This is an optimization exercise on Yosys and OpenROAD, whose aim is small area and a short achievable clock period, not a production implementation. At most, simulation tests tie the RTL to the original design; equivalence was not proved. No driver is modelled on the clock port, so clocking that relies on it looks cheaper here than on a real chip. Power is estimated from default activity; no workload was simulated.

run A:
// top_cv
module top_cv (
    input  wire clk,
    input  wire enc_rst_n,
    input  wire enc_in_valid,
    input  wire enc_bit_in,
    output wire enc_out_valid,
    output wire enc_y0,
    output wire enc_y1,
    input  wire       dec_rst,
    input  wire       dec_sym_valid,
    input  wire [1:0] dec_rx_sym,
    output wire       dec_bit_valid,
    output wire       dec_bit_out,
    output wire        ber_done,
    output wire [31:0] ber_bits,
    output wire [31:0] ber_errs
);
For scale: roughly 160 flip-flops, roughly 78 I/O pins, about 8700 µm² of cells after synthesis.
Settings: LEC_CHECK=0, CAP_MARGIN=20, CORE_MARGIN=2, CORE_UTILIZATION=40, SLEW_MARGIN=20, SYNTH_HIERARCHICAL=1; clock period 12.0 ns.
standard.sh (not shown) runs the stock make flow with config.mk's settings and CLKGATE_MAP_FILE= SYNTH_SCRIPT=/design/flow/synth_recipe.tcl, a recipe that flattens the netlist after the stock synthesis.
==> flow/flow/run.sh <==
#!/bin/bash
# Layout flow: the standard flow (standard.sh, with the standard
# synthesis) with these changes:
#  - after floorplanning, half/full adder cells with an unused output are
#    replaced by the plain gate for the output that is used (fix_adders.tcl);
#  - clock tree synthesis inserts no dummy loads;
#  - ports are buffered with buf_2 cells rather than the default choice;
#  - after global placement all constant outputs share one tie cell
#    (merge_ties.tcl);
#  - timing repair aims at a setup slack of 8.5 ns (SETUP_SLACK_MARGIN).
# Each tool's output goes to the ORFS logs under orfs/logs; make's own
# output goes to standard.log here.
set -euo pipefail
here=$(pwd)
export POST_FLOORPLAN_TCL="$here/flow/fix_adders.tcl"
export POST_GLOBAL_PLACE_TCL="$here/flow/merge_ties.tcl"
export CTS_ARGS="-sink_clustering_enable -repair_clock_nets -dont_use_dummy_load -buf_list sky130_fd_sc_hd__clkbuf_8 -root_buf sky130_fd_sc_hd__clkbuf_8"
export BUFFER_PORTS_ARGS="-buffer_cell sky130_fd_sc_hd__buf_2"
export SETUP_SLACK_MARGIN=8.5
bash standard.sh > "$here/standard.log" 2>&1
Other scripts of this flow, unchanged in this note and not shown: flow/flow/fix_adders.tcl, flow/flow/merge_ties.tcl
#### Input delta (run B over run A)
Settings: CORE_UTILIZATION now 75, was 40; PLACE_DENSITY now 0.85, previously not set.
--- outcome ---
- Run B does worse than run A on worst setup slack.
- Total routed wirelength, run B vs run A: up by more than 10%
- Slew at the pin closest to its max-slew limit up 0.16 ns in run B wrt run A
For run C, these inputs were changed with respect to run B:
Settings: changing CORE_UTILIZATION from 75 to 40; removing PLACE_DENSITY (formerly 0.85).
diff --git a/flow/flow/run.sh b/flow/flow/run.sh
--- a/flow/flow/run.sh
+++ b/flow/flow/run.sh
@@ -16,3 +16,3 @@
 export POST_GLOBAL_PLACE_TCL="$here/flow/merge_ties.tcl"
-export CTS_ARGS="-sink_clustering_enable -repair_clock_nets -dont_use_dummy_load -buf_list sky130_fd_sc_hd__clkbuf_8 -root_buf sky130_fd_sc_hd__clkbuf_8"
+export CTS_ARGS="-sink_clustering_enable -repair_clock_nets -dont_use_dummy_load -buf_list sky130_fd_sc_hd__clkbuf_8 -root_buf sky130_fd_sc_hd__clkbuf_8 -sink_clustering_size 45 -sink_clustering_max_diameter 100"
 export BUFFER_PORTS_ARGS="-buffer_cell sky130_fd_sc_hd__buf_2"
--- outcome ---
- Comparing the two runs side by side, run C comes out behind run B on hold slack.
- As far as number of max-slew violations in the final report is concerned, run C and run B perform about the same.
- From run B to run C the numbers moved as follows: sink count of the clock tree held; buffers inserted during post-CTS setup optimization went up 1; final cell count went up 135; final routed wirelength across all metal layers went down about 12%.
- On layout overhead on the synthesized area, the lower figure sits with run B, not run C.
- The maximum clock frequency of run C is higher than that of run B.
- Run B was smaller in final cell area than run C.
- Compared run B against run C; clock-cell share of area within noise.
- Row switching component of the power: run C lower / run B higher
Here is what was changed in the inputs of run D compared with run C.
Settings: CORE_UTILIZATION now 60, was 40; PLACE_DENSITY now 0.7, previously not set.
diff --git a/flow/flow/run.sh b/flow/flow/run.sh
--- a/flow/flow/run.sh
+++ b/flow/flow/run.sh
@@ -16,3 +16,3 @@
 export POST_GLOBAL_PLACE_TCL="$here/flow/merge_ties.tcl"
-export CTS_ARGS="-sink_clustering_enable -repair_clock_nets -dont_use_dummy_load -buf_list sky130_fd_sc_hd__clkbuf_8 -root_buf sky130_fd_sc_hd__clkbuf_8 -sink_clustering_size 45 -sink_clustering_max_diameter 100"
+export CTS_ARGS="-sink_clustering_enable -repair_clock_nets -dont_use_dummy_load -buf_list sky130_fd_sc_hd__clkbuf_8 -root_buf sky130_fd_sc_hd__clkbuf_8"
 export BUFFER_PORTS_ARGS="-buffer_cell sky130_fd_sc_hd__buf_2"
Results
- Run C -> run D: area share of and/or/nand/nor cells after synthesis delta 0, exact match
- Diff run C -> run D | number of gates given a new drive strength after cts | decrease of 4
- The count of buffers added by post-CTS timing repair for setup of run D exceeds that of run C by 3.
- The setup slack of run D is smaller than that of run C.
- When the final numbers for run D and run C were put side by side, the die area turned out to be greater in run C.
- Run D packs its core more tightly than run C.
- Looking at proportion of power drawn by combinational gates across run D and run C, the one that comes out lower is run C.
- Final total power delta (run C -> run D): insignificant
- Status: power share of the clock group parity (run D, run C)
- Compared with run C, run D shows a higher wire length.
- Going from run C to run D, post-layout minimum cycle time grows by 0.068 ns.
Input changes introduced in run E (baseline for comparison: run D):
Settings: clearing PLACE_DENSITY, which used to be 0.7; swapping 60 for 40 in CORE_UTILIZATION.
diff --git a/flow/flow/run.sh b/flow/flow/run.sh
--- a/flow/flow/run.sh
+++ b/flow/flow/run.sh
@@ -2,3 +2,3 @@
 # Layout flow: the standard flow (standard.sh, with the standard
-# synthesis) with these changes:
+# synthesis) with three changes:
 #  - after floorplanning, half/full adder cells with an unused output are
Results
~same clock skew in run E and run D
From run D to run E the numbers moved as follows: total area of sequential cells neither gained nor lost much, placed instance area grew by 1.4%.
Run E: die outline width 27 µm above run D
Relative to run D, the cell count of run E is higher by 93.


Another version of the RTL of top_cv (not shown whole).
For scale: ~730 cells after synthesis, about 160 flip-flops, ~78 I/O pins, roughly 8800 um2 of cells after synthesis.
export LEC_CHECK = 0
export CAP_MARGIN = 20
export CORE_MARGIN = 2
export CORE_UTILIZATION = 40
export SLEW_MARGIN = 20
export SYNTH_HIERARCHICAL = 1
create_clock -name core_clock -period 12.0 [get_ports {clk}]
==> flow/flow/run.sh <==
#!/bin/bash
# Layout flow: the standard flow (standard.sh, with the standard
# synthesis) with three changes:
#  - after floorplanning, half/full adder cells with an unused output are
#    replaced by the plain gate for the output that is used (fix_adders.tcl);
#  - clock tree synthesis inserts no dummy loads;
#  - ports are buffered with buf_2 cells rather than the default choice.
# Each tool's output goes to the ORFS logs under orfs/logs; make's own
# output goes to standard.log here.
set -euo pipefail
here=$(pwd)
export POST_FLOORPLAN_TCL="$here/flow/fix_adders.tcl"
export CTS_ARGS="-sink_clustering_enable -repair_clock_nets -dont_use_dummy_load -buf_list sky130_fd_sc_hd__clkbuf_8 -root_buf sky130_fd_sc_hd__clkbuf_8"
export BUFFER_PORTS_ARGS="-buffer_cell sky130_fd_sc_hd__buf_2"
export SETUP_SLACK_MARGIN=8.8
bash standard.sh > "$here/standard.log" 2>&1
==> flow/flow/fix_adders.tcl <==
# Half and full adder cells that synthesis left with one output unused are
# replaced by the plain gate for the output that is used (an unused cell
# output is a driver without parasitics, and the plain gate is smaller).
set block [ord::get_db_block]
set db [ord::get_db]

proc net_used {it} {
  set n [$it getNet]
  if {$n == "NULL" || $n == ""} { return 0 }
  return [expr {[llength [$n getITerms]] + [llength [$n getBTerms]] > 1}]
}

set k 0
foreach inst [$block getInsts] {
  set m [[$inst getMaster] getName]
  if {[regexp {^sky130_fd_sc_hd__(ha|fa)_\d+$} $m -> kind] == 0} { continue }
  set sum [$inst findITerm SUM]
  set cout [$inst findITerm COUT]
  set su [net_used $sum]
  set cu [net_used $cout]
  if {$su && $cu} { continue }
  set ins {}
  foreach p [expr {$kind eq "ha" ? {A B} : {A B CIN}}] {
    lappend ins [[$inst findITerm $p] getNet]
  }
  set out ""
  if {$su} {
    set cell [expr {$kind eq "ha" ? "sky130_fd_sc_hd__xor2_1" : "sky130_fd_sc_hd__xor3_1"}]
    set out [$sum getNet]
  } elseif {$cu} {
    set cell [expr {$kind eq "ha" ? "sky130_fd_sc_hd__and2_1" : "sky130_fd_sc_hd__maj3_1"}]
    set out [$cout getNet]
  }
  set name [$inst getName]
  foreach it [$inst getITerms] { $it disconnect }
  odb::dbInst_destroy $inst
  incr k
  if {$out eq ""} { continue }
  set new [odb::dbInst_create $block [$db findMaster $cell] "${name}_g"]
  set pins [expr {$kind eq "ha" ? {A B} : {A B C}}]
  foreach p $pins n $ins { [$new findITerm $p] connect $n }
  [$new findITerm X] connect $out
}
puts "fix_adders: replaced $k adder cells"
Next try:
--- a/flow/flow/run.sh
+++ b/flow/flow/run.sh
@@ -14,3 +14,3 @@
 export BUFFER_PORTS_ARGS="-buffer_cell sky130_fd_sc_hd__buf_2"
-export SETUP_SLACK_MARGIN=8.8
+export SETUP_SLACK_MARGIN=8.5
 bash standard.sh > "$here/standard.log" 2>&1
The changed run finished with timing, DRC and antenna clean.
Worst setup slack stays flat.
Non-clock buffer count decreases by 30.
Cell area decreases by 4.4%.
Sequential power barely changes.
First-iteration DRC count decreases by 14%.


Another version of the RTL of top_cv (not shown whole).
Size: roughly 740 cells after synthesis, roughly 160 flip-flops, roughly 78 I/O pins.
==> flow/config.mk <==
export PLATFORM = sky130hd
export DESIGN_NAME = top_cv
export DESIGN_NICKNAME = top_cv
export VERILOG_FILES = /design/flow/design.v
export SDC_FILE = /design/flow/constraint.sdc
export NUM_CORES = 4
export LEC_CHECK = 0
export CAP_MARGIN = 20
export CORE_MARGIN = 2
export CORE_UTILIZATION = 40
export SLEW_MARGIN = 20
==> flow/constraint.sdc <==
create_clock -name core_clock -period 12.0 [get_ports {clk}]
set_input_delay 2.4000 -clock core_clock [delete_from_list [all_inputs] [get_ports {clk}]]
set_output_delay 2.4000 -clock core_clock [all_outputs]
set_load 0.01 [all_outputs]
==> flow/flow/run.sh <==
#!/bin/bash
# Layout flow: the standard flow (standard.sh, with the standard
# synthesis) with three changes:
#  - after floorplanning, half/full adder cells with an unused output are
#    replaced by the plain gate for the output that is used (fix_adders.tcl);
#  - clock tree synthesis inserts no dummy loads;
#  - ports are buffered with buf_2 cells rather than the default choice.
# Each tool's output goes to the ORFS logs under orfs/logs; make's own
# output goes to standard.log here.
set -euo pipefail
here=$(pwd)
export POST_FLOORPLAN_TCL="$here/flow/fix_adders.tcl"
export CTS_ARGS="-sink_clustering_enable -repair_clock_nets -dont_use_dummy_load -buf_list {sky130_fd_sc_hd__clkbuf_4 sky130_fd_sc_hd__clkbuf_8} -root_buf sky130_fd_sc_hd__clkbuf_8"
export BUFFER_PORTS_ARGS="-buffer_cell sky130_fd_sc_hd__buf_2"
bash standard.sh > "$here/standard.log" 2>&1
Scripts as last shown in full above: flow/flow/fix_adders.tcl
The first run went through all stages and came out clean.
Change:
--- a/flow/flow/run.sh
+++ b/flow/flow/run.sh
@@ -13 +13 @@
-export CTS_ARGS="-sink_clustering_enable -repair_clock_nets -dont_use_dummy_load -buf_list {sky130_fd_sc_hd__clkbuf_4 sky130_fd_sc_hd__clkbuf_8} -root_buf sky130_fd_sc_hd__clkbuf_8"
+export CTS_ARGS="-sink_clustering_enable -repair_clock_nets -dont_use_dummy_load"
@@ -14,0 +15 @@
+export SETUP_SLACK_MARGIN=8.5
What happened:
- clock power climbs by 49%
- non-clock buffer count climbs by 45
- cell count climbs by about 4.7%
- area after synthesis does not change
- worst setup slack is better by 0.93 ns
- total power climbs by about 18%
- via count climbs by 6.4%
- global-route usage climbs by 1.3 points
- clock-buffer cell count stays the same
- wire length climbs by 13%
Change:
--- a/flow/flow/run.sh
+++ b/flow/flow/run.sh
@@ -15 +14,0 @@
-export SETUP_SLACK_MARGIN=8.5
Final area shrinks by 8.9%.
Clock skew shrinks by 0.0081 ns.
Routed wire length shrinks by 11%.
Total power shrinks by 6.9%.
Sequential power shrinks by about 0.5%.
Global-route usage shrinks by 1.2 points.
Function was not checked in any run of this note: the RTL went through the layout flow alone.


== try-garnet ==
top_cv with an RTL version that a note above also has.
For scale: about 78 I/O pins, roughly 0.0087 mm^2 of cells after synthesis.
==> flow/design.v (excerpt) <==
module top_cv (
    input  wire clk,
    input  wire enc_rst_n,
    input  wire enc_in_valid,
    input  wire enc_bit_in,
    output wire enc_out_valid,
    output wire enc_y0,
    output wire enc_y1,
    input  wire       dec_rst,
    input  wire       dec_sym_valid,
    input  wire [1:0] dec_rx_sym,
    output wire       dec_bit_valid,
    output wire       dec_bit_out,
    output wire        ber_done,
    output wire [31:0] ber_bits,
    output wire [31:0] ber_errs
);
export LEC_CHECK = 0
export CAP_MARGIN = 20
export CORE_MARGIN = 2
export CORE_UTILIZATION = 40
export SLEW_MARGIN = 20
export SYNTH_HIERARCHICAL = 1
create_clock -name core_clock -period 12.0 [get_ports {clk}]
==> flow/flow/run.sh <==
#!/bin/bash
# Layout flow: the standard flow (standard.sh, with the standard
# synthesis) with these changes:
#  - after floorplanning, half/full adder cells with an unused output are
#    replaced by the plain gate for the output that is used (fix_adders.tcl);
#  - clock tree synthesis inserts no dummy loads;
#  - ports are buffered with buf_2 cells rather than the default choice;
#  - after global placement all constant outputs share one tie cell
#    (merge_ties.tcl);
#  - after clock tree synthesis, leaf clock buffers are made smaller where
#    the clock pin slew allows (shrink_clk.tcl);
#  - timing repair aims at a setup slack of 8.5 ns (SETUP_SLACK_MARGIN).
# Each tool's output goes to the ORFS logs under orfs/logs; make's own
# output goes to standard.log here.
set -euo pipefail
here=$(pwd)
export POST_FLOORPLAN_TCL="$here/flow/fix_adders.tcl"
export POST_GLOBAL_PLACE_TCL="$here/flow/merge_ties.tcl"
export POST_CTS_TCL="$here/flow/shrink_clk.tcl"
export CTS_ARGS="-sink_clustering_enable -repair_clock_nets -dont_use_dummy_load -buf_list sky130_fd_sc_hd__clkbuf_8 -root_buf sky130_fd_sc_hd__clkbuf_8"
export BUFFER_PORTS_ARGS="-buffer_cell sky130_fd_sc_hd__buf_2"
export SETUP_SLACK_MARGIN=8.5
bash standard.sh > "$here/standard.log" 2>&1
==> flow/flow/shrink_clk.tcl <==
# Leaf clock buffers are made smaller (clkbuf_8 -> clkbuf_4) where the
# slew at the flip-flop clock pins they drive stays under 110 ps.
estimate_parasitics -placement
proc clk_slew_max {} {
  set m 0
  foreach p [get_pins -hierarchical */CLK] {
    set s [get_property $p slew_max]
    if {$s > $m} { set m $s }
  }
  return $m
}
set small [get_lib_cells sky130_fd_sc_hd__clkbuf_4]
set n 0
foreach inst [get_cells clkbuf_*] {
  set cell [get_property $inst ref_name]
  if {$cell ne "sky130_fd_sc_hd__clkbuf_8"} { continue }
  if {[get_full_name $inst] eq "clkbuf_0_clk"} { continue }
  replace_cell $inst $small
  estimate_parasitics -placement
  if {[clk_slew_max] > 0.110} {
    replace_cell $inst [get_lib_cells $cell]
    estimate_parasitics -placement
  } else {
    incr n
  }
}
puts "shrink_clk: $n leaf clock buffers made smaller, clock pin slew [clk_slew_max]"
Scripts as last shown in full above: flow/flow/fix_adders.tcl
Other scripts of this flow, unchanged in this note and not shown: flow/flow/merge_ties.tcl
Changes in try-amber relative to try-garnet:
diff --git a/flow/flow/run.sh b/flow/flow/run.sh
--- a/flow/flow/run.sh
+++ b/flow/flow/run.sh
@@ -8,6 +8,4 @@
 #  - after global placement all constant outputs share one tie cell
 #    (merge_ties.tcl);
-#  - after clock tree synthesis, leaf clock buffers are made smaller where
-#    the clock pin slew allows (shrink_clk.tcl);
 #  - timing repair aims at a setup slack of 8.5 ns (SETUP_SLACK_MARGIN).
 # Each tool's output goes to the ORFS logs under orfs/logs; make's own
@@ -17,7 +15,6 @@
 export POST_FLOORPLAN_TCL="$here/flow/fix_adders.tcl"
 export POST_GLOBAL_PLACE_TCL="$here/flow/merge_ties.tcl"
-export POST_CTS_TCL="$here/flow/shrink_clk.tcl"
 export CTS_ARGS="-sink_clustering_enable -repair_clock_nets -dont_use_dummy_load -buf_list sky130_fd_sc_hd__clkbuf_8 -root_buf sky130_fd_sc_hd__clkbuf_8"
 export BUFFER_PORTS_ARGS="-buffer_cell sky130_fd_sc_hd__buf_2"
-export SETUP_SLACK_MARGIN=8.5
+export SETUP_SLACK_MARGIN=8.65
 bash standard.sh > "$here/standard.log" 2>&1
removed: flow/flow/shrink_clk.tcl
--- outcome ---
Result for try-garnet and try-amber: all clean. The higher total routed wirelength of try-garnet and try-amber is in try-amber. Compared with try-garnet, try-amber shows a higher fraction of final layout cells sized beyond drive strength 1. Compared with try-garnet, try-amber shows a lower share of the clock period used by the worst path after layout. try-amber ended up with a lower first-iteration DRC count than try-garnet did. try-garnet reports its cell with the largest stage delay on the worst path as sky130_fd_sc_hd__mux4_2 while try-amber reports sky130_fd_sc_hd__dfrtp_1. Post-placement worst setup slack was higher in the run labelled try-garnet. Maximum ir drop on the vdd rail went down by a little under 10% going from try-garnet to try-amber. Re detailed-route via count: try-garnet and try-amber aren't equal, and the lower value belongs to try-garnet.
Input-level comparison between try-raven and try-amber:
diff --git a/flow/flow/run.sh b/flow/flow/run.sh
--- a/flow/flow/run.sh
+++ b/flow/flow/run.sh
@@ -17,4 +17,4 @@
 export CTS_ARGS="-sink_clustering_enable -repair_clock_nets -dont_use_dummy_load -buf_list sky130_fd_sc_hd__clkbuf_8 -root_buf sky130_fd_sc_hd__clkbuf_8"
 export BUFFER_PORTS_ARGS="-buffer_cell sky130_fd_sc_hd__buf_2"
-export SETUP_SLACK_MARGIN=8.65
+export SETUP_SLACK_MARGIN=8.3
 bash standard.sh > "$here/standard.log" 2>&1
Notes after the runs:
In the tables for try-amber and try-raven, fraction of area in clock buffers and inverters reads lower with try-amber. Going from try-amber to try-raven, average instance area after synthesis has remained practically unchanged, worst-case setup margin in the final layout -0.43 ns. Re leakage power of the design: try-raven is about 8% down on try-amber. Comparing worst hold slack for try-amber and try-raven, the bigger number came from try-amber. Between try-amber and try-raven, the floorplan die area figures differ only marginally. Global-route wire length before repair: try-raven vs try-amber down 7.7%. try-raven does better than try-amber on placement-stage worst setup slack. Re power per unit of standard cell area: try-amber and try-raven aren't equal, and the higher value belongs to try-raven. Between try-amber and try-raven, the flow reports number of filler instances in the final layout increasing by a few percent. The estimated power of try-raven ends up lower than the estimate for try-amber.
What try-pepper does differently from try-raven at the input level:
diff --git a/flow/flow/run.sh b/flow/flow/run.sh
--- a/flow/flow/run.sh
+++ b/flow/flow/run.sh
@@ -15,6 +15,6 @@
 export POST_FLOORPLAN_TCL="$here/flow/fix_adders.tcl"
 export POST_GLOBAL_PLACE_TCL="$here/flow/merge_ties.tcl"
-export CTS_ARGS="-sink_clustering_enable -repair_clock_nets -dont_use_dummy_load -buf_list sky130_fd_sc_hd__clkbuf_8 -root_buf sky130_fd_sc_hd__clkbuf_8"
+export CTS_ARGS="-sink_clustering_enable -repair_clock_nets -dont_use_dummy_load -buf_list sky130_fd_sc_hd__clkbuf_8 -root_buf sky130_fd_sc_hd__clkbuf_8 -sink_clustering_size 30 -sink_clustering_max_diameter 100"
 export BUFFER_PORTS_ARGS="-buffer_cell sky130_fd_sc_hd__buf_2"
-export SETUP_SLACK_MARGIN=8.3
+export SETUP_SLACK_MARGIN=8.5
 bash standard.sh > "$here/standard.log" 2>&1
Findings:
Against try-raven, fmax in try-pepper came out better. met2 demand-to-capacity share in global routing in try-pepper is 0.47 points above try-raven. Sequential portion of the cell area in try-pepper vs try-raven: down 1.3 points. Of try-raven and try-pepper, try-raven shows the higher portion of the clock cycle consumed by the worst path in the final layout, with try-pepper below it. [compare] base=try-raven new=try-pepper: met1 capacity usage during global routing rose by 2.0 points, met3 demand-to-capacity share in global routing fell by 0.51 points, routed wire length rose by 790 um, met1 routed wirelength after detailed routing rose by about 9%. First-pass GRT wire length, try-raven and try-pepper: lower on try-raven.

afterwards: timing with drivers on the ports:
No port has a modelled driver above. Below, the same layouts with a new extraction and two added sets of constraints.
Step 1, drivers: a clkbuf_16 drives clk and a buf_2 each remaining input, both assumed.
Step 2 moves the port delays by t, midway between the first and last clock arrival at a register: inputs arrive t later, outputs are due t later. That takes back most of the time a late clock gives input paths.
Slacks: ideal / step 1 / step 2; pairs: ideal / step 1.
run	shift t [ns]	setup WS [ns]	worst hold slack (ns)	latest minus earliest clock arrival (ns)
run A	0.453	8.551 / 8.523 / 8.070	0.405 / 0.405 / 0.405	0.036 / 0.037
run B	0.479	8.475 / 8.452 / 7.973	0.424 / 0.424 / 0.424	0.043 / 0.042
run C	0.453	8.551 / 8.523 / 8.070	0.405 / 0.405 / 0.405	0.036 / 0.037
run D	0.465	8.483 / 8.500 / 8.035	0.429 / 0.429 / 0.429	0.031 / 0.032
run E	0.453	8.551 / 8.523 / 8.070	0.405 / 0.405 / 0.405	0.036 / 0.037
the first run of note 2	0.449	8.556 / 8.505 / 8.056	0.406 / 0.406 / 0.406	0.031 / 0.032
the second run of note 2	0.451	8.555 / 8.519 / 8.068	0.428 / 0.428 / 0.428	0.038 / 0.038
the first run of note 3	0.465	7.009 / 7.023 / 6.558	0.426 / 0.426 / 0.426	0.026 / 0.026
the second run of note 3	0.446	7.944 / 7.931 / 7.485	0.413 / 0.413 / 0.413	0.026 / 0.026
the third run of note 3	0.451	7.023 / 7.042 / 6.591	0.421 / 0.421 / 0.421	0.019 / 0.018
try-garnet	0.432	8.540 / 8.511 / 8.078	0.418 / 0.418 / 0.418	0.036 / 0.035
try-amber	0.452	8.624 / 8.508 / 8.056	0.429 / 0.429 / 0.429	0.032 / 0.032
try-raven	0.470	8.197 / 8.196 / 7.726	0.420 / 0.420 / 0.420	0.022 / 0.023
try-pepper	0.453	8.551 / 8.523 / 8.070	0.405 / 0.405 / 0.405	0.036 / 0.037
After both steps every run listed still meets setup and hold. For try-amber, which loses most, drivers alone change the setup slack by -0.116 ns; drivers and shift together by -0.568 ns.
